This is an optimization exercise on Yosys and OpenROAD, whose aim is small area and a short achievable clock period, not a production implementation. At most, simulation tests tie the RTL to the original design; equivalence was not proved. No functional check of the RTL was part of runs 3 to 7. The flow treats the clock pin as an ideal source, which a real chip does not have. Power and IR drop assume default switching activity.

===== flow/post_grt.tcl =====
# After global routing: greedy drive-strength sizing on the worst setup path
# with global-route parasitics (gsize.tcl), then legalize and reroute the
# changed nets incrementally.
source [file join [file dirname [info script]] gsize.tcl]
set ::gs_est {estimate_parasitics -global_routing}
global_route -start_incremental
estimate_parasitics -global_routing
puts "post_grt: worst slack before [sta::worst_slack_cmd max]"
gs_run 2.6e-9 300
detailed_placement
global_route -end_incremental
estimate_parasitics -global_routing
puts "post_grt: worst slack after [sta::worst_slack_cmd max]"

===== design.v =====
module alu (clk, operand_a, operand_b, cin, en, result, lo_next, hi_next);
    input clk;
    input [7:0] operand_a, operand_b;
    input cin, en;
    output reg [7:0] result;
    output [3:0] lo_next;
    output [7:0] hi_next;
    wire [7:0] p = operand_a ^ operand_b;
    wire [7:0] g = operand_a & operand_b;
    wire G10 = g[1] | (p[1] & g[0]), P10 = p[1] & p[0];
    wire G32 = g[3] | (p[3] & g[2]), P32 = p[3] & p[2];
    wire G54 = g[5] | (p[5] & g[4]), P54 = p[5] & p[4];
    wire G64 = g[6] | (p[6] & G54),  P64 = p[6] & P54;
    wire G52 = G54 | (P54 & G32),    P52 = P54 & P32;
    wire G62 = G64 | (P64 & G32),    P62 = P64 & P32;
    wire [7:0] c;
    assign c[0] = cin;
    assign c[1] = g[0] | (p[0] & cin);
    assign c[2] = G10 | (P10 & cin);
    assign c[3] = g[2] | (p[2] & c[2]);
    assign c[4] = G32 | (P32 & c[2]);
    assign c[5] = g[4] | (p[4] & c[4]);
    assign c[6] = G52 | (P52 & c[2]);
    assign c[7] = G62 | (P62 & c[2]);
    wire [7:0] sum = p ^ c;
    always @(posedge clk)
        result <= en ? sum : 8'd0;
    wire [1:0] s_lo = sum[1:0];
    assign lo_next = en ? (4'b0001 << s_lo) : 4'b0001;
    wire [2:0] s0 = operand_a[4:2] + operand_b[4:2];
    wire [7:0] d0 = 8'b00000001 << s0;
    wire [7:0] d1 = {d0[6:0], d0[7]};
    assign hi_next = en ? (c[2] ? d1 : d0) : 8'b00000001;
endmodule
module reg_mem (lo_next, hi_next, data_in, wen, clk, data_out);
    input [3:0] lo_next;
    input [7:0] hi_next;
    input [7:0] data_in;
    input wen;
    input clk;
    output reg [7:0] data_out;
    reg [255:0] mem_bits;
    reg [3:0] rlo;
    reg [7:0] rhi;
    wire [7:0] rd [0:32];
    assign rd[0] = 8'd0;
    always @(posedge clk) begin
        rlo <= lo_next;
        rhi <= hi_next;
    end
    genvar k;
    generate
        for (k = 0; k < 32; k = k + 1) begin : word
            wire hit = rlo[k % 4] & rhi[k / 4];
            always @(posedge clk)
                if (wen & hit)
                    mem_bits[8*k +: 8] <= data_in;
            assign rd[k+1] = rd[k] | ({8{hit}} & mem_bits[8*k +: 8]);
        end
    endgenerate
    always @(posedge clk)
        data_out <= wen ? 8'd0 : rd[32];
endmodule
module CU (clk, rst, instr, result, data_out, operand1, operand_b, store_data,
           alu_cin, alu_en, w_r, regfile_a, regfile_b, regfile_c, regfile_d);
    input clk, rst;
    input [19:0] instr;
    input [7:0] result, data_out;
    output reg [7:0] operand1, operand_b, store_data;
    output reg alu_cin, alu_en, w_r;
    output reg [7:0] regfile_a, regfile_b, regfile_c, regfile_d;
    reg s_reset, s_decode, s_execute, s_mem, s_wb;
    reg sel1;
    reg [7:0] regfile [0:3];
    wire [1:0] t = instr[19:18];
    wire is_std = ~t[1] & t[0];
    wire is_load = t[1] & ~t[0];
    wire is_store = t[1] & t[0];
    wire ld_any = ~s_reset;
    wire ld_std = ~s_reset & ~s_mem;
    wire load = t[1] ? ld_any : (t[0] & ld_std);
    wire [7:0] x1 = regfile[instr[17:16]];
    wire [7:0] x2 = regfile[instr[15:14]];
    wire [7:0] x3 = regfile[instr[13:12]];
    wire s_reset_nx = rst | (s_reset & (t == 2'b00));
    wire sel1_nx = s_reset ? 1'b0 : (load ? is_std : sel1);
    wire [7:0] result2 = sel1 ? result : data_out;
    wire wb = s_wb & (is_std | is_load);
    always @(posedge clk) begin
        if (load) begin
            operand1 <= is_store ? x1 : x2;
            operand_b <= (is_std ? x3 : instr[11:4]) ^ {8{instr[0]}};
            store_data <= x2;
            alu_cin <= instr[0];
        end
        sel1 <= sel1_nx;
        if (s_reset)
            alu_en <= 1'b0;
        else if (load)
            alu_en <= (instr[3:1] == 3'b000);
        if (rst | s_reset)
            w_r <= 1'b0;
        else if (load)
            w_r <= is_store;
        if (s_reset) begin
            regfile[0] <= 8'd0;
            regfile[1] <= 8'd1;
            regfile[2] <= 8'd2;
            regfile[3] <= 8'd3;
        end else if (wb)
            regfile[instr[17:16]] <= result2;
        if (rst) begin
            regfile_a <= 8'd0;
            regfile_b <= 8'd0;
            regfile_c <= 8'd0;
            regfile_d <= 8'd0;
        end else if (s_execute) begin
            regfile_a <= regfile[0];
            regfile_b <= regfile[1];
            regfile_c <= regfile[2];
            regfile_d <= regfile[3];
        end
        s_reset <= s_reset_nx;
        s_decode <= ~rst & ((s_reset & (t != 2'b00)) | (s_mem & is_store) | s_wb);
        s_execute <= ~rst & s_decode;
        s_mem <= ~rst & s_execute & ~is_std;
        s_wb <= ~rst & ((s_execute & is_std) | (s_mem & ~is_store));
    end
endmodule
`timescale 1ns / 1ps
module simple_cpu (clk, rst, instruction, regfile_a, regfile_b, regfile_c, regfile_d);
    input clk, rst;
    input [19:0] instruction;
    output [7:0] regfile_a, regfile_b, regfile_c, regfile_d;
    wire [7:0] operand1, operand_b, store_data, result, data_out;
    wire [3:0] lo_next;
    wire [7:0] hi_next;
    wire alu_cin, alu_en, w_r;
    alu alu1 (clk, operand1, operand_b, alu_cin, alu_en, result, lo_next, hi_next);
    reg_mem data_memory (lo_next, hi_next, store_data, w_r, clk, data_out);
    CU CU1 (clk, rst, instruction, result, data_out, operand1, operand_b, store_data,
            alu_cin, alu_en, w_r, regfile_a, regfile_b, regfile_c, regfile_d);
endmodule

===== constraint.sdc =====
create_clock -name core_clock -period 4.0 [get_ports {clk}]
set_input_delay 0.8000 -clock core_clock [delete_from_list [all_inputs] [get_ports {clk}]]
set_output_delay 0.8000 -clock core_clock [all_outputs]
set_load 0.01 [all_outputs]

===== flow/run.sh =====
#!/bin/bash
# The standard ORFS layout (standard.sh) with:
# - port buffers of buf_2 instead of the resizer's default delay cell;
# - CTS without dummy loads, built from clkbuf_8 in sink clusters of 16;
# - timing repair allowed to change a cell's footprint when sizing;
# - no full/half-adder cell extraction in synthesis (ABC maps the adder);
# - after CTS and after global routing, greedy gate sizing on the worst path
#   (post_cts.tcl, post_grt.tcl, gsize.tcl).
# Each tool's log stays under orfs/logs; make's own output goes to flow.log.
set -euo pipefail
export BUFFER_PORTS_ARGS="-buffer_cell sky130_fd_sc_hd__buf_2"
export CTS_ARGS="-sink_clustering_enable -repair_clock_nets -dont_use_dummy_load -buf_list sky130_fd_sc_hd__clkbuf_8 -sink_clustering_size 16 -sink_clustering_max_diameter 40"
export POST_CTS_TCL="$PWD/flow/post_cts.tcl"
export POST_GLOBAL_ROUTE_TCL="$PWD/flow/post_grt.tcl"
bash standard.sh MATCH_CELL_FOOTPRINT=0 ADDER_MAP_FILE= finish > flow.log 2>&1

===== config.mk =====
export PLATFORM = sky130hd
export DESIGN_NAME = simple_cpu
export DESIGN_NICKNAME = simple_cpu
export VERILOG_FILES = /design/flow/design.v
export SDC_FILE = /design/flow/constraint.sdc
export NUM_CORES = 4
export LEC_CHECK = 0
export ABC_AREA = 0
export CAP_MARGIN = 20
export CORE_MARGIN = 2
export CORE_UTILIZATION = 70
export SETUP_SLACK_MARGIN = 2.45
export SLEW_MARGIN = 20
export TNS_END_PERCENT = 10

===== flow/post_cts.tcl =====
# After CTS: greedy drive-strength sizing on the worst setup path (gsize.tcl),
# then legalize; a few rounds, since legalizing moves cells.
source [file join [file dirname [info script]] gsize.tcl]
for {set r 0} {$r < 3} {incr r} {
  estimate_parasitics -placement
  gs_run 2.6e-9 400
  detailed_placement
  estimate_parasitics -placement
  puts "post_cts round $r: worst slack after legalizing [sta::worst_slack_cmd max]"
}
check_placement -verbose

===== flow/gsize.tcl =====
set ::gs_est {estimate_parasitics -placement}
proc gs_estimate {} { eval $::gs_est }
# Greedy gate sizing on the worst setup path, run after CTS (placement
# parasitics). Each step tries every other drive strength of each cell on the
# current worst path and keeps the one change that most improves that path's
# endpoint slack without lowering the design's worst slack. Stops at the target
# slack, after max steps, or when no change helps.
proc gs_alts {inst} {
  set lc [$inst liberty_cell]
  if {$lc == "NULL"} { return {} }
  set n [get_name $lc]
  if {![regexp {^(sky130_fd_sc_hd__[a-z0-9]+)_([0-9]+)$} $n -> base drv]} { return {} }
  if {[string match "*clkbuf*" $base] || [string match "*clkinv*" $base] || [string match "*dlygate*" $base] || [string match "*clkdly*" $base]} { return {} }
  set out {}
  foreach c [get_lib_cells */${base}_*] {
    set cn [get_name $c]
    if {$cn != $n && [regexp "^${base}_\[0-9\]+\$" $cn]} { lappend out $cn }
  }
  return $out
}
proc gs_end_slack {pe} { return [$pe slack] }
proc gs_run {target max_steps} {
  set eps 1e-12
  set steps 0
  while {$steps < $max_steps} {
    set wns [sta::worst_slack_cmd max]
    if {$wns >= $target} { break }
    set pe [lindex [find_timing_paths -path_delay max -group_path_count 1] 0]
    set eppin [lindex [[$pe path] pins] 0]
    set ep_slack [$pe slack]
    set insts {}
    set epinst [sta::Pin_instance $eppin]
    set epname [get_full_name $eppin]
    foreach p [[$pe path] pins] {
      set inst [sta::Pin_instance $p]
      if {$inst == "NULL" || $inst == $epinst || [$inst liberty_cell] == "NULL"} { continue }
      if {[lsearch -exact $insts $inst] < 0} { lappend insts $inst }
    }
    set best_gain 0.0; set best_inst ""; set best_cell ""
    foreach inst $insts {
      set nm $inst
      set cur [get_name [$inst liberty_cell]]
      foreach alt [gs_alts $inst] {
        replace_cell $inst $alt
        gs_estimate
        set w2 [sta::worst_slack_cmd max]
        if {[catch {set s2 [get_property [sta::find_pin $epname] slack_max]} err]} { puts "ERR $err [get_full_name $inst] $alt"; set s2 -1000 }
        set s2 [expr {$s2 * 1e-9}]
        replace_cell $inst $cur
        set gain [expr {min($s2, 10.0) - $ep_slack}]
        if {$w2 >= $wns - $eps && $gain > $best_gain + 1e-12} {
          set best_gain $gain; set best_inst $nm; set best_cell $alt
        }
      }
    }
    if {$best_inst == ""} { break }
    replace_cell $best_inst $best_cell
    gs_estimate
    incr steps
  }
  puts "gsize: $steps changes, worst slack [sta::worst_slack_cmd max]"
}

===== standard.sh =====
#!/bin/bash
# synth_recipe.tcl (not shown) runs the flow's synth.tcl, then flattens the netlist and writes it again
# the make line also repeats each setting of config.mk as NAME=value (left out here)
make -C /OpenROAD-flow-scripts/flow DESIGN_CONFIG=/design/flow/config.mk WORK_HOME=/design/flow/orfs CLKGATE_MAP_FILE= SYNTH_SCRIPT=/design/flow/synth_recipe.tcl "${@:-finish}"

==> impl_metrics.toml, run 1 <==
[sta]
setup_tns_ns = 0
drv_slew = 0
min_period_ns = 1.860
setup_viol = 0
relSlewSlack_pct = 24.31
skew_ns = 0.05796
holdWs_ns = 0.4460
setup_slack_ns = 2.140
timing.final.hold_violations = 0
timing.fmax_mhz = 537.7
worstMarginPinSlew_ns = 1.135
fin_crit_sh_pct = 46.49

[global_routing]
groute.usage.overall_pct = 36.79
use_met1_pct = 54.04
antenna_found_initial = 0
use_met2_pct = 54.66
overflow = 0
met3_usage_pct = 9.428
grt_pass1_vias = 9455
grt_max_degree = 41
grt-busiest-layer = "met2"
grt_pass1_wl_um = 59340

[yosys]
async_flop_share_pct = 0
synth_enable_flop_cells = 313
synth_compound_area_share_pct = 10.41
yosysTopAreaCell = "edfxtp_1"
synth_ff_type = "edfxtp_1"
synth.top_cell.area_share_pct = 62.26
ys_seq_elements = 381
muxShareOfSynthArea_pct = 7.625
synth_seq_area_share_pct = 71.28
synth-adder-area-share_pct = 0.07460
ys_top_cells_by_area = "edfxtp_1 (62%), dfxtp_1 (9.0%), a22oi_1 (3.8%)"
synth_top_family_by_area = "compound AO/OA/AOI/OAI gates"
syn_area_sq_mm = 0.01510
syn_area_per_cell_sq_um = 15.28
synth_xor_xnor_area_share_pct = 1.218
synth_nets = 1010
yosysWarnings = 3
synthCells = 988
yosys.area_share.simple_pct = 7.277
synth_cell_types = 58

[detailed_routing]
drt_iter0_markers = 1440
vias_per_cell = 7.368
drt.antenna.violating_nets = 0
dr.pass1.iters = 17
routedWlPerCell_um = 31.04
drt_wl_total_um = 42430
vias = 10070
detail_route.drc_violations = 0

[cells_and_area]
stdcell_count = 1367
final_nets = 1115
drive_gt1_share_pct = 28.60
layout_common_cells = "edfxtp_1 (313), a22oi_1 (71), nor2_1 (69)"
fill_cells = 1020
fin_util_pct = 82.94
syn2layout_area_growth_pct = 15.86
multi_input_area_sq_mm = 0.004262
final-seq-area_sq_mm = 0.01084
layout_commonest_cell = "edfxtp_1"

[critical_path]
regToRegStartpoint = "CU1.operand1[3]"
cp_max_fo = 6
crit_type = "reg2reg"
crit_arrival_ns = 2.26
r2r_cells = 4
start_kind = "register"
critPathRequiredTime_ns = 4.40
r2r_end = "data_memory.rhi[0]"
end_kind = "register"
reg2reg_slack_ns = 2.14

[power]
ir_drop_mv = 0.3892
p_leak_nw = 6.042
powerDensity_mw_per_mm2 = 409.4

[floorplan]
ios = 54
die_height_um = 150.9
die_w_um = 150.9
dieArea_sq_mm = 0.02276
fp-row-count = 53
start_util_pct = 71.59
coreArea_sq_mm = 0.02109

[hold_path]
whs_path_depth = 1
worstHoldStart = "CU1.s_decode"
min_path_type = "reg2reg"
min_to = "CU1.s_execute"

[place]
dp_cells = 1260
dp_hpwl_um = 23820
post-place-ws_ns = 1.041
io_buffers = 53
routabilityCongestion = 0.9894

[cts]
cts.sinks = 381
clk_latency_ns = 0.58
cts_tree = "done"
clk_pin_slew_ns = 0.08

[outcome]
outcome = "no timing/DRC/antenna violations"

[job]
maxCapViolCount = 0
[worst max-delay path, stage by stage (launching register included)]
cell      delay, ns
edfxtp_1       0.59
or2_2          0.38
nand3_1        0.17
nand2_1        0.16
o311ai_0       0.42
[worst max-delay path by stage]
| stage | startpoint | end | slack (ns) |
|---|---|---|---|
| final | CU1.operand1[3] | data_memory.rhi[0] | 2.14 |
| after detailed placement | instruction[18] | CU1.regfile[0][1] | 1.04 |
| after global placement | instruction[18] | CU1.regfile[0][0] | 1.12 |
| after floorplan | instruction[18] | CU1.regfile[0][0] | 1.50 |
[cell usage after synthesis, drive strengths merged, types with 2 or more instances]
cell type    n
or3          4
o21bai       2
nand2b       4
o22ai        3
and2         4
nor2b        4
o21ai       11
nand3b       2
nand4        5
inv          6
xor2         8
nand2       46
a41oi        2
or2          5
a221oi       6
mux4        24
o31ai        2
mux2i       52
a222oi      16
a22oi       76
mux2         8
a21oi       12
nor2        77
clkbuf      58
nor3         7
edfxtp     313
buf         14
nor3b        2
and3        37
a22o        51
nand3       22
a31oi        6
dfxtp       68
a21o         3
xnor2       13
a211oi       2
[registers in the layout (all words and copies together) (netlist names), 4 cells and up]
| register | flops |
|---|---|
| CU1.store_data | 8 |
| regfile_b | 8 |
| regfile_d | 7 |
| regfile_c | 8 |
| data_memory.mem_bits | 256 |
| CU1.operand1 | 8 |
| alu1.result | 8 |
| data_memory.rlo | 4 |
| data_memory.rhi | 8 |
| regfile_a | 8 |
| CU1.regfile | 32 |
| CU1.operand_b | 8 |
| data_memory.data_out | 8 |
[power by group]
part	leakage, nW	switching (W)	internal (W)
Clock	0.288	0.00121	0.000892
Combinational	2.31	0.000322	0.000257
Sequential	3.44	0.000113	0.00437
Total	6.04	0.00164	0.00552
[kinds of logic (layout without fill, tap and decap cells)]
kind of cell / Yosys count / count (layout)
AOI/OAI and AO/OA: 200 / 200
xor gates and xnor gates: 21 / 21
adders and majority gates: 1 / 1
buffers and inverters: 78 / 181
DFF: 381 / 381
muxes: 84 / 84
other: 0 / 1
and+or+nand+nor: 223 / 223
[layer usage]
layer  vias to the layer above  part of all wire [%]
met1                      4899                    35
met5                         -                     0
li1                       4078                     -
met2                       948                    46
met3                       147                    15
met4                         0                   3.6
[cell type report]
type	instances	share of cell area, %
Tap cell	275	1.967
Timing Repair Buffer	134	8.335
Inverter	6	0.1502
Sequential cell	381	61.98
Multi-Input combinational cell	529	24.37
Antenna cell	1	0.01431
Timing Repair inverter	1	0.04292
Clock buffer	40	3.148
[stage by stage]
| stage | instance area (sq um) | power, W |
|---|---|---|
| final | 17490 | 0.007160 |
| after detailed placement | 15550 | 0.004991 |
| after global placement | 15550 | 0.004966 |
| after floorplan | 15140 | 0.004822 |
==> inputs of run 2 (changes only) <==
--- a/config.mk
+++ b/config.mk
@@ -9,6 +9,6 @@
 export CAP_MARGIN = 20
 export CORE_MARGIN = 2
 export CORE_UTILIZATION = 70
-export SETUP_SLACK_MARGIN = 2.45
+export SETUP_SLACK_MARGIN = 2.35
 export SLEW_MARGIN = 20
 export TNS_END_PERCENT = 10
==> run 2 against run 1 <==
Against the previous run:
- clock skew is 0.015 ns lower
- via count is 3.6% lower
- routed wire length is 5.9% lower
- register-to-register slack better by 0.03 ns
- synthesized cell count stayed put
- first-iteration DRC count is 5.1% lower
- critical path depth is 3 lower
- global-route usage is 3.5 points lower
- clock power hardly changed
- die area stayed put
- sequential share of layout area is 1.5 points higher
- clock-buffer cell count stayed put
- critical path type is now reg2out
- largest power group unchanged
- highest routed layer unchanged
==> impl_metrics.toml, run 2 <==
[cells_and_area]
diodes = 0
largest_register_ffs = 256
final_nets = 1109
post-route-cell-area_sq_mm = 0.01700
top_register = "data_memory.mem_bits"
syn2layout_area_growth_pct = 12.64
layout_commonest_cell = "edfxtp_1"
drive_gt1_share_pct = 24.24
top_regs = "data_memory.mem_bits: 256 flops, CU1.regfile: 32 flops"
layout_common_cells = "edfxtp_1 (313), a22oi_1 (74), nor2_1 (69)"

[detailed_routing]
drt_iter0_markers = 1366
routedWlPerCell_um = 29.36
vias = 9706
drt_wl_total_um = 39920
detail_route.drc_violations = 0
vias_per_cell = 7.137
dr.pass1.iters = 5
drt.antenna.violating_nets = 0

[sta]
drv_slew = 0
worstMarginPinSlew_ns = 1.025
timing.fmax_mhz = 543.1
setup_viol = 0
skew_ns = 0.04327
holdWs_ns = 0.4452
setup_slack_ns = 2.159
min_period_ns = 1.841
relSlewSlack_pct = 31.64
fin_crit_sh_pct = 46.03
setup_tns_ns = 0
timing.final.hold_violations = 0

[floorplan]
dieArea_sq_mm = 0.02276
fp-row-count = 53
die_w_um = 150.9
die_height_um = 150.9
ios = 54
coreArea_sq_mm = 0.02109
start_util_pct = 71.59

[hold_path]
min_path_type = "reg2reg"
worstHoldStart = "CU1.s_decode"

[yosys]
synth_ff_type = "edfxtp_1"
synth_nets = 1010
ys_top_cells_by_count = "edfxtp_1 (313), a22oi_1 (76), nor2_1 (69), dfxtp_1 (68), clkbuf_1 (58)"
syn_area_per_cell_sq_um = 15.28
syn_area_sq_mm = 0.01510
ys_seq_elements = 381
synthMostInstantiatedCell = "edfxtp_1"
synth_cell_types = 58
yosysTopAreaCell = "edfxtp_1"
ys_top_cells_by_area = "edfxtp_1 (62%), dfxtp_1 (9.0%), a22oi_1 (3.8%)"
synth_enable_flop_cells = 313
synth_seq_area_share_pct = 71.28
async_flop_share_pct = 0
yosysWarnings = 3
synth.top_cell.area_share_pct = 62.26
synthCells = 988

[global_routing]
antenna_found_initial = 0
overflow = 0
met3_usage_pct = 9.006
grt_max_degree = 39
use_met1_pct = 50.49
use_met2_pct = 48.48
grt-busiest-layer = "met1"
grt_pass1_vias = 8825
grt_pass1_wl_um = 54070
groute.usage.overall_pct = 33.33

[critical_path]
cp_num_cells = 1
max_stage_delay_ns = 0.34
crit_start = "regfile_a[2]"
end_kind = "primary output"
reg2reg_slack_ns = 2.17
r2r_end = "data_memory.rhi[2]"
endpoint = "regfile_a[2]"
crit_slowest_cell = "dfxtp_1"
cp_max_fo = 2
cp_cell_sequence = "buf_2"
critPathTopFamily = "flip-flops"
r2r_cells = 6
crit_arrival_ns = 1.04
crit_type = "reg2out"
start_kind = "register"
critPathRequiredTime_ns = 3.20
critPathBufInv = 1
regToRegStartpoint = "CU1.operand1[0]"

[job]
maxCapViolCount = 0

[outcome]
outcome = "no timing/DRC/antenna violations"

[place]
routabilityCongestion = 0.9449
dp_hpwl_um = 23520
io_buffers = 53
post-place-ws_ns = 1.026
place_area_sq_mm = 0.01554

[power]
powerDensity_mw_per_mm2 = 417.5
power.total_w = 0.007098
ir_drop_mv = 0.3633
p_leak_nw = 5.916

[cts]
clk_pin_slew_ns = 0.09
clk_latency_ns = 0.57
cts.sinks = 381
cts_tree = "done"
## run 2: cell counts after synthesis
Identical to the previous run, type by type.
## run 2: per-stage QoR
| stage | utilization, % | instances |
|---|---|---|
| finish | 80.63 | 1360 |
| detailed placement | 73.69 | 1258 |
| floorplan | - | 988 |
| global placement | 73.69 | 1258 |
## run 2: area by class of cell
class | instances | area [sq um]
flip-flops and latches | 381 | 10800
multi-input cells | 529 | 4172
fillers | 1103 | 4084
repair buffers | 128 | 1104
clock buffers | 40 | 550.5
well taps | 275 | 344.1
inverters | 6 | 26.28
repair inverters | 1 | 7.507
## run 2: metal layers
metal	up-vias	wire (um)
met2	832	17830
met4	0	1277
li1	4053	-
met5	-	0
met1	4692	14660
met3	129	6159
## run 2: power breakdown
part / switching (W) / internal [W] / leakage (nW) / total [W]
clock network: 0.00119 / 0.000891 / 0.288 / 0.00208
logic: 0.000307 / 0.000235 / 2.20 / 0.000542
registers: 0.000106 / 0.00437 / 3.43 / 0.00447
## run 2: how the worst min path moves through the flow
stage                     to  cells after the start
2_1_floorplan  CU1.s_execute                      1
3_3_place_gp   CU1.s_execute                      1
3_5_place_dp   CU1.s_execute                      1
6_report       CU1.s_execute                      1
## run 2: cells by family (layout without fill, tap and decap cells)
family          Yosys count  count (layout)  synth area share [%]
compound gates          200             200                 10.41
xor+xnor                 21              21                 1.218
fa+ha+maj                 1               1               0.07459
buf+inv                  78             175                 2.114
flops                   381             381                 71.28
mux                      84              84                 7.625
simple gates            223             223                 7.277
==> inputs of run 3 (changes only) <==
--- a/design.v
+++ b/design.v
@@ -1,8 +1,10 @@
-module alu (clk, operand_a, operand_b, cin, en, result, lo_next, hi_next);
+module alu (clk, operand_a, operand_b, cin, en, rlo, rhi, result, lo_next, hi_next);
     input clk;
     input [7:0] operand_a, operand_b;
     input cin, en;
-    output reg [7:0] result;
+    input [3:0] rlo;
+    input [7:0] rhi;
+    output [7:0] result;
     output [3:0] lo_next;
     output [7:0] hi_next;
     wire [7:0] p = operand_a ^ operand_b;
@@ -23,8 +25,15 @@
     assign c[6] = G52 | (P52 & c[2]);
     assign c[7] = G62 | (P62 & c[2]);
     wire [7:0] sum = p ^ c;
+    reg [7:5] result_hi;
     always @(posedge clk)
-        result <= en ? sum : 8'd0;
+        result_hi <= en ? sum[7:5] : 3'd0;
+    assign result = {result_hi,
+                     rhi[4] | rhi[5] | rhi[6] | rhi[7],
+                     rhi[2] | rhi[3] | rhi[6] | rhi[7],
+                     rhi[1] | rhi[3] | rhi[5] | rhi[7],
+                     rlo[2] | rlo[3],
+                     rlo[1] | rlo[3]};
     wire [1:0] s_lo = sum[1:0];
     assign lo_next = en ? (4'b0001 << s_lo) : 4'b0001;
     wire [2:0] s0 = operand_a[4:2] + operand_b[4:2];
@@ -32,7 +41,7 @@
     wire [7:0] d1 = {d0[6:0], d0[7]};
     assign hi_next = en ? (c[2] ? d1 : d0) : 8'b00000001;
 endmodule
-module reg_mem (lo_next, hi_next, data_in, wen, clk, data_out);
+module reg_mem (lo_next, hi_next, data_in, wen, clk, data_out, rlo, rhi);
     input [3:0] lo_next;
     input [7:0] hi_next;
     input [7:0] data_in;
@@ -40,8 +49,8 @@
     input clk;
     output reg [7:0] data_out;
     reg [255:0] mem_bits;
-    reg [3:0] rlo;
-    reg [7:0] rhi;
+    output reg [3:0] rlo;
+    output reg [7:0] rhi;
     wire [7:0] rd [0:32];
     assign rd[0] = 8'd0;
     always @(posedge clk) begin
@@ -135,9 +144,11 @@
     wire [7:0] operand1, operand_b, store_data, result, data_out;
     wire [3:0] lo_next;
     wire [7:0] hi_next;
+    wire [3:0] rlo;
+    wire [7:0] rhi;
     wire alu_cin, alu_en, w_r;
-    alu alu1 (clk, operand1, operand_b, alu_cin, alu_en, result, lo_next, hi_next);
-    reg_mem data_memory (lo_next, hi_next, store_data, w_r, clk, data_out);
+    alu alu1 (clk, operand1, operand_b, alu_cin, alu_en, rlo, rhi, result, lo_next, hi_next);
+    reg_mem data_memory (lo_next, hi_next, store_data, w_r, clk, data_out, rlo, rhi);
     CU CU1 (clk, rst, instruction, result, data_out, operand1, operand_b, store_data,
             alu_cin, alu_en, w_r, regfile_a, regfile_b, regfile_c, regfile_d);
 endmodule
--- a/config.mk
+++ b/config.mk
@@ -9,6 +9,6 @@
 export CAP_MARGIN = 20
 export CORE_MARGIN = 2
 export CORE_UTILIZATION = 70
-export SETUP_SLACK_MARGIN = 2.35
+export SETUP_SLACK_MARGIN = 2.5
 export SLEW_MARGIN = 20
 export TNS_END_PERCENT = 10
==> run 3 against run 2 <==
Against the previous run:
- still clean on timing, DRC and antenna
- highest routed layer unchanged
- non-clock buffer count is 19 lower
- core utilization is 0.72 points lower
- critical path depth is 4 higher
- clock-buffer cell count is 1 lower
- sequential power is 0.9% lower
- clock skew is 0.0061 ns higher
==> impl_metrics.toml, run 3 <==
[outcome]
outcome = "no timing/DRC/antenna violations"

[place]
dp_hpwl_um = 23230
place_area_sq_mm = 0.01533
routabilityCongestion = 0.9148
io_buffers = 53
dp_cells = 1256

[cells_and_area]
drive_gt1_share_pct = 24.32
syn2layout_area_growth_pct = 12.57
layout_common_cells = "edfxtp_1 (313), a22oi_1 (83), nor2_1 (77)"
top_register = "data_memory.mem_bits"
layout_commonest_cell = "edfxtp_1"
diodes = 0
final_nets = 1089
largest_register_ffs = 256
top_regs = "data_memory.mem_bits: 256 flops, CU1.regfile: 32 flops"
post-route-cell-area_sq_mm = 0.01675
final-seq-area_sq_mm = 0.01072
multi_input_area_sq_mm = 0.004187
stdcell_count = 1340
fill_cells = 1134

[global_routing]
grt_pass1_vias = 9122
grt_pass1_wl_um = 55760
overflow = 0
grt_max_degree = 39
groute.usage.overall_pct = 34.46
antenna_found_initial = 0

[critical_path]
start_kind = "register"
crit_type = "reg2reg"
crit_slowest_cell = "edfxtp_1"
regToRegStartpoint = "CU1.operand1[0]"
cp_cell_sequence = "maj3_2 > a221o_1 > o211a_1 > or3_1 > a21oi_2"
reg2reg_slack_ns = 2.12
r2r_end = "alu1.result_hi[5]"
end_kind = "register"
cp_max_fo = 5
critPathRequiredTime_ns = 4.47
max_stage_delay_ns = 0.42
crit_arrival_ns = 2.35
r2r_cells = 5

[detailed_routing]
vias_per_cell = 7.178
drt_wl_total_um = 39010
dr.pass1.iters = 6
routedWlPerCell_um = 29.11
drt.antenna.violating_nets = 0
route.met3.wl_um = 5059
wl_met2_um = 18040
vias = 9618
detail_route.drc_violations = 0
drt_iter0_markers = 1348
met1Wirelength_um = 14830
highest_layer = "met4"

[floorplan]
ios = 54
die_height_um = 149.8
dieArea_sq_mm = 0.02243
die_w_um = 149.8
coreArea_sq_mm = 0.02096
start_util_pct = 70.99
fp-row-count = 53

[yosys]
synth_nets = 1011
ys_top_cells_by_area = "edfxtp_1 (63%), dfxtp_1 (8.5%), a22oi_1 (4.2%)"
synth_ff_type = "edfxtp_1"
syn_area_sq_mm = 0.01488
synth_cell_types = 58
syn_area_per_cell_sq_um = 15.04
yosysWarnings = 3
synthMostInstantiatedCell = "edfxtp_1"
synth_enable_flop_cells = 313
async_flop_share_pct = 0
ys_top_cells_by_count = "edfxtp_1 (313), a22oi_1 (83), nor2_1 (79), dfxtp_1 (63), clkbuf_1 (60)"
synth.top_cell.area_share_pct = 63.18
synth_seq_area_share_pct = 71.66
ys_seq_elements = 376
synthCells = 989
yosysTopAreaCell = "edfxtp_1"

[sta]
min_period_ns = 1.875
timing.final.hold_violations = 0
timing.fmax_mhz = 533.2
holdWs_ns = 0.4481
relSlewSlack_pct = 27.41
skew_ns = 0.04935
setup_tns_ns = 0
worstMarginPinSlew_ns = 1.089
drv_slew = 0
setup_viol = 0
fin_crit_sh_pct = 46.89

[cts]
clk_latency_ns = 0.56
clk_pin_slew_ns = 0.08
cts_tree = "done"
cts.sinks = 376

[job]
maxCapViolCount = 0

[hold_path]
min_path_type = "reg2reg"
min_to = "CU1.s_execute"
worstHoldStart = "CU1.s_decode"
whs_path_depth = 1

[power]
p_leak_nw = 5.695
ir_drop_mv = 0.3621
power.total_w = 0.006938
powerDensity_mw_per_mm2 = 414.3
[run 3: cell types whose count changed after synthesis, sizes merged, moves of 7 or more]
cell	previous run	this run
a21oi	12	30
a22o	51	31
nand2	46	39
mux2i	52	44
a22oi	76	83
[run 3: worst max-delay path, delay by kind of cell (launching register included)]
family                   cells  cell delay [ns]
AO/OA/AOI/OAI                3             0.68
flip-flops                   1             0.42
AND/OR/NAND/NOR              1             0.32
adder cells (fa/ha/maj)      1             0.38
[run 3: cells by family (layout without fill, tap and decap cells)]
kind of cell,after synthesis,in the layout,share of synthesized area [%]
adders and majority gates,2,2,0.1430
AOI/OAI and AO/OA,210,210,10.40
DFF,376,376,71.66
buffers and inverters,80,156,2.077
muxes,77,77,7.275
and+or+nand+nor,224,224,7.267
xor gates and xnor gates,20,20,1.177
[run 3: per-stage QoR]
step                      util, %  setup WS [ns]
after detailed placement    73.17          1.397
after global placement      73.17          1.492
after floorplan                 -          1.800
final                       79.91          2.125
[run 3: layout make-up]
type / instances / share of cell area, %
clock buffers: 39 / 3.205
repair buffers: 109 / 5.522
flip-flops and latches: 376 / 63.99
well taps: 275 / 2.055
repair inverters: 1 / 0.04483
multi-input cells: 533 / 25.00
inverters: 7 / 0.1793
[run 3: how the worst max path moves through the flow]
stage,startpoint,endpoint,cells past startpoint
detailed placement,instruction[18],CU1.operand_b[3],4
finish,CU1.operand1[0],alu1.result_hi[5],5
global placement,instruction[18],CU1.operand_b[4],4
floorplan,instruction[19],CU1.regfile[0][0],6
[run 3: routing by layer]
metal / vias up / track usage [%]
met2: 771 / 52.18
met1: 4741 / 51.30
li1: 4014 / -
met4: 0 / 9.670
met3: 92 / 8.293
met5: - / 0
[run 3: power breakdown]
group          leakage [nW]  switching (W)  internal [W]
registers              3.39       0.000117       0.00432
clock network         0.280        0.00116      0.000869
logic                  2.02       0.000265      0.000214
==> inputs of run 4 (changes only) <==
--- a/config.mk
+++ b/config.mk
@@ -9,6 +9,6 @@
 export CAP_MARGIN = 20
 export CORE_MARGIN = 2
 export CORE_UTILIZATION = 70
-export SETUP_SLACK_MARGIN = 2.5
+export SETUP_SLACK_MARGIN = 2.4
 export SLEW_MARGIN = 20
 export TNS_END_PERCENT = 10
==> run 4 against run 3 <==
Against the previous run:
- still clean on timing, DRC and antenna
- setup slack better by 0.032 ns
- total power down 0.43%
- combinational power about the same
- non-clock buffer count down 1
- sequential cell count unchanged
- core utilization up 0.33 points
- clock skew up 0.040 ns
- critical path depth up 1
- worst hold slack better by 0.016 ns
- die area unchanged
- routed wire length down 1.5%
- critical path type unchanged
- critical endpoint unchanged
- largest cell class unchanged
- highest routed layer unchanged
==> impl_metrics.toml, run 4 <==
[detailed_routing]
detail_route.drc_violations = 0
dr.pass1.iters = 5
vias = 9566
drt_iter0_markers = 1443
drt_wl_total_um = 38410
routedWlPerCell_um = 28.71
drt.antenna.violating_nets = 0
vias_per_cell = 7.149

[floorplan]
die_height_um = 149.8
ios = 54
fp-row-count = 53
coreArea_sq_mm = 0.02096
dieArea_sq_mm = 0.02243
start_util_pct = 70.99
die_w_um = 149.8

[sta]
setup_viol = 0
setup_slack_ns = 2.156
relSlewSlack_pct = 25.50
timing.fmax_mhz = 542.4
setup_tns_ns = 0
worstMarginPinSlew_ns = 1.117
fin_crit_sh_pct = 46.09
timing.final.hold_violations = 0
min_period_ns = 1.844
drv_slew = 0
skew_ns = 0.08955

[yosys]
synth_top_family_by_area = "compound AO/OA/AOI/OAI gates"
yosysTopAreaCell = "edfxtp_1"
syn_area_sq_mm = 0.01488
synth_seq_area_share_pct = 71.66
async_flop_share_pct = 0
ys_seq_elements = 376
ys_top_cells_by_count = "edfxtp_1 (313), a22oi_1 (83), nor2_1 (79), dfxtp_1 (63), clkbuf_1 (60)"
muxShareOfSynthArea_pct = 7.275
synth_cell_types = 58
synthCells = 989
synth.top_cell.area_share_pct = 63.18
synth_xor_xnor_area_share_pct = 1.177
ys_top_cells_by_area = "edfxtp_1 (63%), dfxtp_1 (8.5%), a22oi_1 (4.2%)"
syn_area_per_cell_sq_um = 15.04
synth_compound_area_share_pct = 10.40
synth-adder-area-share_pct = 0.1430
synth_ff_type = "edfxtp_1"
yosys.area_share.simple_pct = 7.267
synth_enable_flop_cells = 313
synthMostInstantiatedCell = "edfxtp_1"
synth_nets = 1011
yosysWarnings = 3

[hold_path]
whs_path_depth = 1
min_to = "CU1.s_execute"
worstHoldStart = "CU1.s_decode"
min_path_type = "reg2reg"

[power]
switching_share_pct = 22.18
clockPowerShare_pct = 29.0
p_int_w = 0.005376
p_comb_share_pct = 6.9
ir_drop_mv = 0.3483
powerDensity_mw_per_mm2 = 410.8
p_sw_w = 0.001532
p_leak_nw = 5.697
p_seq_share_pct = 64.1

[global_routing]
grt_max_degree = 39
groute.usage.overall_pct = 34.77
grt_pass1_wl_um = 56120
overflow = 0
grt_pass1_vias = 9261
antenna_found_initial = 0

[cells_and_area]
post-route-cell-area_sq_mm = 0.01682
syn2layout_area_growth_pct = 13.04
fin_util_pct = 80.25
final_nets = 1087
layout_commonest_cell = "edfxtp_1"
top_regs = "data_memory.mem_bits: 256 flops, CU1.regfile: 32 flops"
drive_gt1_share_pct = 25.40
largest_register_ffs = 256
stdcell_count = 1338
diodes = 0
top_register = "data_memory.mem_bits"
layout_common_cells = "edfxtp_1 (313), a22oi_1 (78), nor2_1 (77)"

[critical_path]
critPathRequiredTime_ns = 4.47
crit_type = "reg2reg"
regToRegStartpoint = "CU1.operand1[1]"
cp_max_fo = 4
reg2reg_slack_ns = 2.16
r2r_end = "alu1.result_hi[5]"
crit_arrival_ns = 2.31
r2r_cells = 6
end_kind = "register"
start_kind = "register"

[place]
place_area_sq_mm = 0.01534
routabilityCongestion = 0.8839
dp_cells = 1257
io_buffers = 53
dp_hpwl_um = 23340
post-place-ws_ns = 1.441

[outcome]
outcome = "no timing/DRC/antenna violations"

[cts]
cts_tree = "done"
clk_latency_ns = 0.59
clk_pin_slew_ns = 0.10
cts.sinks = 376

[job]
maxCapViolCount = 0
-- run 4: cell counts after synthesis --
No cell type changed its count.
-- run 4: per-layer routing --
layer / track usage, % / up-vias / wire length (um)
met5: 0 / - / 0
met4: 9.245 / 0 / 826
met3: 9.939 / 70 / 5549
met2: 51.72 / 781 / 17680
met1: 51.72 / 4697 / 14350
li1: - / 4018 / -
-- run 4: layout make-up --
class / instances / area, sq um
Sequential cell: 376 / 10740
Fill cell: 1164 / 4139
Multi-Input combinational cell: 533 / 4128
Timing Repair Buffer: 108 / 1045
Clock buffer: 38 / 523.0
Tap cell: 275 / 344.1
Inverter: 7 / 30.03
Timing Repair inverter: 1 / 7.507
-- run 4: metrics by stage --
step | hold WS [ns] | total power, W
6_report | 0.4637 | 0.006908
2_1_floorplan | 0.4138 | 0.004749
3_3_place_gp | 0.4360 | 0.004883
3_5_place_dp | 0.4444 | 0.004905
-- run 4: worst max-delay path by stage --
stage / from / endpoint / slack (ns) / cells past startpoint
after floorplan: instruction[19] / CU1.regfile[0][0] / 1.80 / 6
after global placement: instruction[18] / CU1.operand_b[4] / 1.49 / 4
after detailed placement: instruction[18] / CU1.operand_b[1] / 1.44 / 4
final: CU1.operand1[1] / alu1.result_hi[5] / 2.16 / 6
-- run 4: logic make-up (layout without fill, tap and decap cells) --
group | after synthesis | count (layout)
buffers and inverters | 80 | 154
and+or+nand+nor | 224 | 224
xor gates and xnor gates | 20 | 20
adders and majority gates | 2 | 2
DFF | 376 | 376
muxes | 77 | 77
AOI/OAI and AO/OA | 210 | 210
-- run 4: power by group through the flow --
stage          Sequential, W  Combinational (W)  Clock (W)
3_3_place_gp         0.00453           0.000351          0
2_1_floorplan        0.00446           0.000287          0
6_report             0.00443           0.000480    0.00200
3_5_place_dp         0.00454           0.000364          0
-- run 4: critical path: stages, from the launching register on --
cell and delay [ns]:
edfxtp_1 0.45, buf_4 0.16, a22o_1 0.21, a221o_1 0.30, o211a_2 0.16, or3_4 0.35, a21oi_4 0.17
==> inputs of run 5 (changes only) <==
--- a/config.mk
+++ b/config.mk
@@ -8,7 +8,7 @@
 export ABC_AREA = 0
 export CAP_MARGIN = 20
 export CORE_MARGIN = 2
-export CORE_UTILIZATION = 70
-export SETUP_SLACK_MARGIN = 2.4
+export CORE_UTILIZATION = 65
+export SETUP_SLACK_MARGIN = 2.5
 export SLEW_MARGIN = 20
 export TNS_END_PERCENT = 10
==> run 5 against run 4 <==
Against the previous run:
- highest routed layer unchanged
- still clean
- critical path depth decreased by 1
- critical path type unchanged
- sequential share of layout area is 0.99 points lower
- core utilization fell by 4.7 points
==> impl_metrics.toml, run 5 <==
[outcome]
outcome = "no timing/DRC/antenna violations"

[detailed_routing]
vias_per_cell = 6.883
vias = 9471
routedWlPerCell_um = 27.86
drt_iter0_markers = 1196
drt_wl_total_um = 38330
drt.antenna.violating_nets = 0
detail_route.drc_violations = 0
dr.pass1.iters = 5

[cells_and_area]
diodes = 0
fill_cells = 1373
final_nets = 1115
top_regs = "data_memory.mem_bits: 256 flops, CU1.regfile: 32 flops"
layout_common_cells = "edfxtp_1 (313), a22oi_1 (82), nor2_1 (77)"
layout_commonest_cell = "edfxtp_1"
final-seq-area_sq_mm = 0.01072
largest_register_ffs = 256
top_register = "data_memory.mem_bits"
drive_gt1_share_pct = 25.76
multi_input_area_sq_mm = 0.004156
syn2layout_area_growth_pct = 14.61

[hold_path]
min_path_type = "reg2reg"
min_to = "CU1.s_execute"
worstHoldStart = "CU1.s_decode"
whs_path_depth = 1

[critical_path]
end_kind = "register"
regToRegStartpoint = "CU1.operand1[0]"
start_kind = "register"
cp_max_fo = 4
crit_start = "CU1.operand1[0]"
critPathRequiredTime_ns = 4.46
r2r_end = "alu1.result_hi[5]"
crit_type = "reg2reg"
r2r_cells = 5
crit_arrival_ns = 2.29
reg2reg_slack_ns = 2.17

[floorplan]
ios = 54
dieArea_sq_mm = 0.02411
die_height_um = 155.3
fp-row-count = 55
coreArea_sq_mm = 0.02257
start_util_pct = 65.91
die_w_um = 155.3

[yosys]
ys_top_cells_by_count = "edfxtp_1 (313), a22oi_1 (83), nor2_1 (79), dfxtp_1 (63), clkbuf_1 (60)"
synthCells = 989
syn_area_per_cell_sq_um = 15.04
synth_enable_flop_cells = 313
yosysTopAreaCell = "edfxtp_1"
synth_ff_type = "edfxtp_1"
synth_nets = 1011
synth_seq_area_share_pct = 71.66
ys_seq_elements = 376
yosysWarnings = 3
synth.top_cell.area_share_pct = 63.18
async_flop_share_pct = 0
synthMostInstantiatedCell = "edfxtp_1"
ys_top_cells_by_area = "edfxtp_1 (63%), dfxtp_1 (8.5%), a22oi_1 (4.2%)"
synth_cell_types = 58
syn_area_sq_mm = 0.01488

[sta]
skew_ns = 0.04783
drv_slew = 0
timing.fmax_mhz = 546.2
setup_slack_ns = 2.169
timing.final.hold_violations = 0
setup_viol = 0
worstMarginPinSlew_ns = 1.095
min_period_ns = 1.831
relSlewSlack_pct = 27.02
fin_crit_sh_pct = 45.77
setup_tns_ns = 0

[cts]
cts_tree = "done"
cts.sinks = 376
clk_latency_ns = 0.55
clk_pin_slew_ns = 0.08

[place]
dp_hpwl_um = 23040
post-place-ws_ns = 1.402
io_buffers = 53
routabilityCongestion = 0.8690

[global_routing]
grt_max_degree = 40
antenna_found_initial = 0
use_met2_pct = 47.49
met3_usage_pct = 6.323
groute.usage.overall_pct = 31.55
grt_pass1_wl_um = 56000
overflow = 0
grt-busiest-layer = "met1"
grt_pass1_vias = 9042
use_met1_pct = 48.40

[power]
ir_drop_mv = 0.3974
powerDensity_mw_per_mm2 = 409.0
p_leak_nw = 5.841

[job]
maxCapViolCount = 0
[run 5: critical path, stage by stage, from the launching register on]
cell	delay (ns)
edfxtp_1	0.43
maj3_2	0.36
a221o_1	0.33
o211a_2	0.15
or3_4	0.34
a21oi_4	0.16
[run 5: worst max-delay path by stage]
stage,end,slack [ns]
6_report,alu1.result_hi[5],2.17
3_5_place_dp,CU1.operand_b[6],1.40
3_3_place_gp,CU1.operand_b[5],1.47
2_1_floorplan,CU1.regfile[0][0],1.80
[run 5: cell families after synthesis]
kind of cell               after synthesis  synth area share [%]
AOI/OAI and AO/OA                      210                 10.40
xor gates and xnor gates                20                 1.177
adders and majority gates                2                0.1430
buffers and inverters                   80                 2.077
DFF                                    376                 71.66
muxes                                   77                 7.275
and+or+nand+nor                        224                 7.267
[run 5: final cells by class]
class / instances / area share, %
Clock buffer: 40 / 3.229
Multi-Input combinational cell: 533 / 24.38
Sequential cell: 376 / 62.88
Timing Repair inverter: 1 / 0.04403
Timing Repair Buffer: 134 / 7.206
Inverter: 7 / 0.1761
Tap cell: 285 / 2.091
[run 5: power breakdown]
group          leakage (nW)  internal [W]  switching, W
registers              3.40       0.00432      0.000109
logic                  2.16      0.000222      0.000264
clock network         0.288      0.000892       0.00117
total                  5.84       0.00543       0.00154
[run 5: through the flow]
| step | instance area (sq um) | instances | hold WS (ns) | power, W | utilization (%) |
|---|---|---|---|---|---|
| floorplan | 14990 | 989 | 0.4138 | 0.004753 | - |
| global placement | 15340 | 1265 | 0.4352 | 0.004884 | 67.95 |
| detailed placement | 15340 | 1265 | 0.4643 | 0.004903 | 67.96 |
| finish | 17050 | 1376 | 0.4463 | 0.006973 | 75.54 |
[run 5: metal layers]
metal	vias up	wire, um
li1	4073	-
met1	4711	15370
met2	638	17610
met3	49	4664
met4	0	688
met5	-	0
==> inputs of run 6 (changes only) <==
--- a/config.mk
+++ b/config.mk
@@ -8,7 +8,7 @@
 export ABC_AREA = 0
 export CAP_MARGIN = 20
 export CORE_MARGIN = 2
-export CORE_UTILIZATION = 65
-export SETUP_SLACK_MARGIN = 2.5
+export CORE_UTILIZATION = 70
+export SETUP_SLACK_MARGIN = 2.45
 export SLEW_MARGIN = 20
 export TNS_END_PERCENT = 10
==> run 6 against run 5 <==
Against the previous run:
- cell count is 2.3% lower
- total power is 0.59% lower
- non-clock buffer count is 19 lower
==> impl_metrics.toml, run 6 <==
[outcome]
outcome = "no timing/DRC/antenna violations"

[global_routing]
met3_usage_pct = 10.24
grt_pass1_vias = 9333
overflow = 0
use_met1_pct = 51.93
grt_max_degree = 39
grt-busiest-layer = "met2"
grt_pass1_wl_um = 56860
antenna_found_initial = 0
groute.usage.overall_pct = 35.20
use_met2_pct = 52.16

[cells_and_area]
fin_util_pct = 80.67
syn2layout_area_growth_pct = 13.62
largest_register_ffs = 256
drive_gt1_share_pct = 25.42
top_register = "data_memory.mem_bits"
layout_common_cells = "edfxtp_1 (313), a22oi_1 (81), nor2_1 (77)"
final_nets = 1094
diodes = 0
post-route-cell-area_sq_mm = 0.01690
top_regs = "data_memory.mem_bits: 256 flops, CU1.regfile: 32 flops"
fill_cells = 1136
layout_commonest_cell = "edfxtp_1"

[yosys]
async_flop_share_pct = 0
synthCells = 989
synth.top_cell.area_share_pct = 63.18
ys_top_cells_by_count = "edfxtp_1 (313), a22oi_1 (83), nor2_1 (79), dfxtp_1 (63), clkbuf_1 (60)"
synth_seq_area_share_pct = 71.66
synth_enable_flop_cells = 313
ys_top_cells_by_area = "edfxtp_1 (63%), dfxtp_1 (8.5%), a22oi_1 (4.2%)"
ys_seq_elements = 376
synth_cell_types = 58
synth_nets = 1011
syn_area_per_cell_sq_um = 15.04
synthMostInstantiatedCell = "edfxtp_1"
yosysTopAreaCell = "edfxtp_1"
synth_ff_type = "edfxtp_1"
syn_area_sq_mm = 0.01488
yosysWarnings = 3

[critical_path]
regToRegStartpoint = "data_memory.rhi[0]"
crit_start = "data_memory.rhi[0]"
end_kind = "register"
crit_slowest_cell = "a222oi_1"
reg2reg_slack_ns = 2.15
critPathBufInv = 1
r2r_cells = 5
endpoint = "data_memory.data_out[2]"
crit_arrival_ns = 2.28
start_kind = "register"
critPathTopFamily = "compound AO/OA/AOI/OAI gates"
cp_cell_sequence = "buf_6 > a22oi_1 > nand3_1 > a222oi_1 > a21oi_1"
cp_num_cells = 5
crit_type = "reg2reg"
critPathRequiredTime_ns = 4.44
r2r_end = "data_memory.data_out[2]"
max_stage_delay_ns = 0.54
cp_max_fo = 12

[sta]
relSlewSlack_pct = 22.23
fin_crit_sh_pct = 46.17
min_period_ns = 1.847
timing.final.hold_violations = 0
worstMarginPinSlew_ns = 1.167
timing.fmax_mhz = 541.5
setup_tns_ns = 0
drv_slew = 0
setup_viol = 0
skew_ns = 0.09524

[hold_path]
worstHoldStart = "CU1.s_decode"
min_path_type = "reg2reg"

[floorplan]
die_w_um = 149.8
dieArea_sq_mm = 0.02243
fp-row-count = 53
start_util_pct = 70.99
ios = 54
coreArea_sq_mm = 0.02096
die_height_um = 149.8

[cts]
clk_latency_ns = 0.59
clk_pin_slew_ns = 0.10
cts.sinks = 376
cts_tree = "done"

[detailed_routing]
vias_per_cell = 7.191
drt.antenna.violating_nets = 0
routedWlPerCell_um = 29.19
vias = 9672
drt_wl_total_um = 39260
dr.pass1.iters = 9
detail_route.drc_violations = 0
drt_iter0_markers = 1447

[power]
powerDensity_mw_per_mm2 = 410.1
ir_drop_mv = 0.3436
p_leak_nw = 5.746

[place]
routabilityCongestion = 0.8839
io_buffers = 53
place_area_sq_mm = 0.01534
dp_hpwl_um = 23340

[job]
maxCapViolCount = 0
==> run 6: final cells by class <==
class / instances / area (sq um) / share of cell area (%)
repair buffers: 115 / 1144 / 6.765
inverters: 7 / 30.03 / 0.1776
clock buffers: 38 / 523.0 / 3.094
multi-input cells: 533 / 4113 / 24.33
well taps: 275 / 344.1 / 2.036
repair inverters: 1 / 7.507 / 0.04441
flip-flops and latches: 376 / 10740 / 63.55
==> run 6: cells by family after synthesis <==
logic type               Yosys count  synth area share [%]
AO/OA/AOI/OAI                    210                 10.40
multiplexers                      77                 7.275
AND/OR/NAND/NOR                  224                 7.267
XOR/XNOR                          20                 1.177
adder cells (fa/ha/maj)            2                0.1430
flip-flops                       376                 71.66
buffers and inverters             80                 2.077
==> run 6: power breakdown <==
| group | internal (W) | leakage [nW] | total (W) | switching [W] |
|---|---|---|---|---|
| sequential | 0.00431 | 3.40 | 0.00443 | 0.000116 |
| combinational | 0.000217 | 2.07 | 0.000481 | 0.000265 |
| clock | 0.000848 | 0.273 | 0.00202 | 0.00117 |
| total | 0.00538 | 5.75 | 0.00693 | 0.00155 |
==> run 6: per-layer routing <==
metal | vias up | share of wire (%)
li1 | 4035 | -
met5 | - | 0
met4 | 0 | 2.8
met2 | 792 | 46
met3 | 107 | 15
met1 | 4738 | 37
==> run 6: worst min path at each step <==
| stage | endpoint | slack (ns) | depth (start not counted) |
|---|---|---|---|
| 2_1_floorplan | CU1.s_execute | 0.41 | 1 |
| 6_report | CU1.s_execute | 0.47 | 1 |
| 3_5_place_dp | CU1.s_execute | 0.44 | 1 |
| 3_3_place_gp | CU1.s_execute | 0.44 | 1 |
==> run 6: stage by stage <==
stage                     instances  hold WS, ns  setup slack, ns  total power (W)
final                          1345       0.4678            2.153         0.006932
after detailed placement       1257       0.4444            1.441         0.004905
after global placement         1257       0.4360            1.492         0.004883
after floorplan                 989       0.4138            1.800         0.004749
==> inputs of run 7 (changes only) <==
--- a/design.v
+++ b/design.v
@@ -1,7 +1,7 @@
-module alu (clk, operand_a, operand_b, cin, en, rlo, rhi, result, lo_next, hi_next);
+module alu (clk, operand_a, operand_b, cin, rlo, rhi, result, lo_next, hi_next);
     input clk;
     input [7:0] operand_a, operand_b;
-    input cin, en;
+    input cin;
     input [3:0] rlo;
     input [7:0] rhi;
     output [7:0] result;
@@ -27,7 +27,7 @@
     wire [7:0] sum = p ^ c;
     reg [7:5] result_hi;
     always @(posedge clk)
-        result_hi <= en ? sum[7:5] : 3'd0;
+        result_hi <= sum[7:5];
     assign result = {result_hi,
                      rhi[4] | rhi[5] | rhi[6] | rhi[7],
                      rhi[2] | rhi[3] | rhi[6] | rhi[7],
@@ -35,11 +35,11 @@
                      rlo[2] | rlo[3],
                      rlo[1] | rlo[3]};
     wire [1:0] s_lo = sum[1:0];
-    assign lo_next = en ? (4'b0001 << s_lo) : 4'b0001;
+    assign lo_next = 4'b0001 << s_lo;
     wire [2:0] s0 = operand_a[4:2] + operand_b[4:2];
     wire [7:0] d0 = 8'b00000001 << s0;
     wire [7:0] d1 = {d0[6:0], d0[7]};
-    assign hi_next = en ? (c[2] ? d1 : d0) : 8'b00000001;
+    assign hi_next = c[2] ? d1 : d0;
 endmodule
 module reg_mem (lo_next, hi_next, data_in, wen, clk, data_out, rlo, rhi);
     input [3:0] lo_next;
@@ -71,12 +71,12 @@
         data_out <= wen ? 8'd0 : rd[32];
 endmodule
 module CU (clk, rst, instr, result, data_out, operand1, operand_b, store_data,
-           alu_cin, alu_en, w_r, regfile_a, regfile_b, regfile_c, regfile_d);
+           alu_cin, w_r, regfile_a, regfile_b, regfile_c, regfile_d);
     input clk, rst;
     input [19:0] instr;
     input [7:0] result, data_out;
     output reg [7:0] operand1, operand_b, store_data;
-    output reg alu_cin, alu_en, w_r;
+    output reg alu_cin, w_r;
     output reg [7:0] regfile_a, regfile_b, regfile_c, regfile_d;
     reg s_reset, s_decode, s_execute, s_mem, s_wb;
     reg sel1;
@@ -91,22 +91,20 @@
     wire [7:0] x1 = regfile[instr[17:16]];
     wire [7:0] x2 = regfile[instr[15:14]];
     wire [7:0] x3 = regfile[instr[13:12]];
+    wire op_ok = ~s_reset & (instr[3:1] == 3'b000);
     wire s_reset_nx = rst | (s_reset & (t == 2'b00));
     wire sel1_nx = s_reset ? 1'b0 : (load ? is_std : sel1);
     wire [7:0] result2 = sel1 ? result : data_out;
     wire wb = s_wb & (is_std | is_load);
     always @(posedge clk) begin
-        if (load) begin
-            operand1 <= is_store ? x1 : x2;
-            operand_b <= (is_std ? x3 : instr[11:4]) ^ {8{instr[0]}};
+        if (load | s_reset) begin
+            operand1 <= op_ok ? (is_store ? x1 : x2) : 8'd0;
+            operand_b <= op_ok ? ((is_std ? x3 : instr[11:4]) ^ {8{instr[0]}}) : 8'd0;
+            alu_cin <= op_ok & instr[0];
+        end
+        if (load)
             store_data <= x2;
-            alu_cin <= instr[0];
-        end
         sel1 <= sel1_nx;
-        if (s_reset)
-            alu_en <= 1'b0;
-        else if (load)
-            alu_en <= (instr[3:1] == 3'b000);
         if (rst | s_reset)
             w_r <= 1'b0;
         else if (load)
@@ -146,9 +144,9 @@
     wire [7:0] hi_next;
     wire [3:0] rlo;
     wire [7:0] rhi;
-    wire alu_cin, alu_en, w_r;
-    alu alu1 (clk, operand1, operand_b, alu_cin, alu_en, rlo, rhi, result, lo_next, hi_next);
+    wire alu_cin, w_r;
+    alu alu1 (clk, operand1, operand_b, alu_cin, rlo, rhi, result, lo_next, hi_next);
     reg_mem data_memory (lo_next, hi_next, store_data, w_r, clk, data_out, rlo, rhi);
     CU CU1 (clk, rst, instruction, result, data_out, operand1, operand_b, store_data,
-            alu_cin, alu_en, w_r, regfile_a, regfile_b, regfile_c, regfile_d);
+            alu_cin, w_r, regfile_a, regfile_b, regfile_c, regfile_d);
 endmodule
--- a/config.mk
+++ b/config.mk
@@ -9,6 +9,6 @@
 export CAP_MARGIN = 20
 export CORE_MARGIN = 2
 export CORE_UTILIZATION = 70
-export SETUP_SLACK_MARGIN = 2.45
+export SETUP_SLACK_MARGIN = 2.5
 export SLEW_MARGIN = 20
 export TNS_END_PERCENT = 10
==> run 7 against run 6 <==
Against the previous run:
- sequential cell count is 1 lower
- largest cell class unchanged
- area after synthesis is 0.51% higher
- core utilization is 0.94 points higher
==> impl_metrics.toml, run 7 <==
[outcome]
outcome = "no timing/DRC/antenna violations"

[floorplan]
dieArea_sq_mm = 0.02255
start_util_pct = 71.13
fp-row-count = 53
ios = 54
die_w_um = 150.2
die_height_um = 150.2
coreArea_sq_mm = 0.02102

[place]
routabilityCongestion = 0.9395
post-place-ws_ns = 1.598
dp_cells = 1266
dp_hpwl_um = 22150
io_buffers = 53

[yosys]
yosysTopAreaCell = "edfxtp_1"
async_flop_share_pct = 0
ys_seq_elements = 375
synth_enable_flop_cells = 313
synthMostInstantiatedCell = "edfxtp_1"
synth_ff_type = "edfxtp_1"
synth_cell_types = 58
synth_seq_area_share_pct = 71.16
synth.top_cell.area_share_pct = 62.86
ys_top_cells_by_count = "edfxtp_1 (313), nor2_1 (93), a22oi_1 (86), dfxtp_1 (62), nand2_1 (57)"
synthCells = 1003
syn_area_per_cell_sq_um = 14.91
yosysWarnings = 3
syn_area_sq_mm = 0.01495
ys_top_cells_by_area = "edfxtp_1 (63%), dfxtp_1 (8.3%), a22oi_1 (4.3%)"
synth_nets = 1025

[cells_and_area]
layout_common_cells = "edfxtp_1 (313), nor2_1 (87), a22oi_1 (77)"
largest_register_ffs = 256
drive_gt1_share_pct = 25.82
final_nets = 1124
syn2layout_area_growth_pct = 14.73
diodes = 0
top_register = "data_memory.mem_bits"
layout_commonest_cell = "edfxtp_1"
top_regs = "data_memory.mem_bits: 256 flops, CU1.regfile: 32 flops"
stdcell_count = 1375
fin_util_pct = 81.61

[sta]
setup_viol = 0
min_period_ns = 2.043
timing.fmax_mhz = 489.4
timing.final.hold_violations = 0
setup_slack_ns = 1.957
worstMarginPinSlew_ns = 1.050
fin_crit_sh_pct = 51.08
setup_tns_ns = 0
skew_ns = 0.04536
drv_slew = 0
relSlewSlack_pct = 29.99

[critical_path]
crit_slowest_cell = "a222oi_1"
critPathTopFamily = "compound AO/OA/AOI/OAI gates"
critPathRequiredTime_ns = 4.41
critPathBufInv = 1
crit_start = "data_memory.rhi[6]"
cp_max_fo = 2
max_stage_delay_ns = 0.58
regToRegStartpoint = "data_memory.rhi[6]"
cp_cell_sequence = "buf_6 > a222oi_1 > nand3_2 > a222oi_1 > a31oi_1"
crit_type = "reg2reg"
crit_top_cell = "a222oi_1"
end_kind = "register"
start_kind = "register"
crit_arrival_ns = 2.46

[cts]
cts.sinks = 375
clk_latency_ns = 0.59
cts_tree = "done"
clk_pin_slew_ns = 0.08

[detailed_routing]
detail_route.drc_violations = 0
vias = 9882
vias_per_cell = 7.187
drt.antenna.violating_nets = 0
drt_iter0_markers = 1341
routedWlPerCell_um = 29.92
drt_wl_total_um = 41140
dr.pass1.iters = 6

[job]
maxCapViolCount = 0

[global_routing]
grt-busiest-layer = "met1"
met3_usage_pct = 12.45
use_met2_pct = 49.95
antenna_found_initial = 2
use_met1_pct = 52.93
grt_pass1_wl_um = 56500
groute.usage.overall_pct = 35.25
overflow = 0
grt_pass1_vias = 8993
grt_max_degree = 42

[power]
p_leak_nw = 5.913
p_comb_share_pct = 12.2
p_sw_w = 0.001934
p_seq_share_pct = 59.3
powerDensity_mw_per_mm2 = 442.2
switching_share_pct = 25.50
p_int_w = 0.005652
clockPowerShare_pct = 28.6
ir_drop_mv = 0.3835

[hold_path]
min_path_type = "reg2reg"
worstHoldStart = "CU1.s_decode"
==> run 7: area by class of cell <==
| cell class | instances | area [sq um] |
|---|---|---|
| Clock buffer | 42 | 578.1 |
| Fill cell | 1110 | 3866 |
| Inverter | 8 | 30.03 |
| Multi-Input combinational cell | 546 | 4372 |
| Sequential cell | 375 | 10690 |
| Tap cell | 275 | 344.1 |
| Timing Repair Buffer | 129 | 1139 |
==> run 7: power groups by stage <==
stage	sequential [W]	clock [W]	combinational (W)
finish	0.00450	0.00217	0.000923
detailed placement	0.00463	0	0.000597
floorplan	0.00448	0	0.000482
global placement	0.00463	0	0.000585
==> run 7: kinds of logic after synthesis <==
kind of cell,Yosys count,synth area share [%]
adders and majority gates,2,0.1590
muxes,69,6.627
AOI/OAI and AO/OA,208,10.74
xor gates and xnor gates,22,1.289
buffers and inverters,83,2.326
DFF,375,71.16
and+or+nand+nor,244,7.707
==> run 7: path summary, 6_finish.rpt <==
path / to / slack, ns / depth (start not counted)
hold reg to reg: CU1.s_execute / 0.41 / 1
setup / recovery: data_memory.data_out[3] / 1.96 / 5
setup reg to reg: data_memory.data_out[3] / 1.96 / 5
hold / removal: CU1.s_execute / 0.41 / 1
==> run 7: metal layers <==
metal | share of wire, % | wire [um] | up-vias
met5 | 0.066 | 27 | -
met4 | 2.3 | 943 | 4
met3 | 17 | 6915 | 101
met2 | 45 | 18450 | 800
met1 | 36 | 14810 | 4868
li1 | - | - | 4109
==> run 7: per-stage QoR <==
stage                     hold WS (ns)  total power (W)  instance area (sq um)
after floorplan                 0.4138         0.004964                  15030
after global placement          0.4277         0.005213                  15360
after detailed placement        0.4341         0.005232                  15360
final                           0.4113         0.007587                  17160

what the ideal ports hide:
In the flow no input, the clock included, has a driving cell. The finished layouts below were timed again as built, in two steps. Step 1 assumes that a clkbuf_16 drives the clock port and a buf_2 every other input. Step 2, shift: input delay + t, output delay - t, t = (earliest + latest rising clock arrival at the registers) / 2. This alone moves slack from input paths to output paths. Slacks: ideal / step 1 / step 2; pairs: ideal / step 1.
| run | t (ns) | setup WS [ns] | worst setup path at the end | clock arrival spread, ns | pins driven straight from the clock port |
|---|---|---|---|---|---|
| run 1 | 0.591 | 2.140 / 2.131 / 1.700 | input to register | 0.076 / 0.076 | 1 |
| run 2 | 0.593 | 2.159 / 2.113 / 1.664 | input to register | 0.043 / 0.043 | 1 |
| run 3 | 0.588 | 2.125 / 2.125 / 1.700 | input to register | 0.066 / 0.066 | 1 |
| run 4 | 0.585 | 2.156 / 2.148 / 1.648 | input to register | 0.093 / 0.093 | 1 |
| run 5 | 0.575 | 2.169 / 2.166 / 1.661 | input to register | 0.054 / 0.053 | 1 |
| run 6 | 0.587 | 2.153 / 2.153 / 1.661 | input to register | 0.100 / 0.100 | 1 |
| run 7 | 0.607 | 1.957 / 1.957 / 1.751 | input to register | 0.061 / 0.061 | 1 |
After both steps every run listed still meets setup and hold.
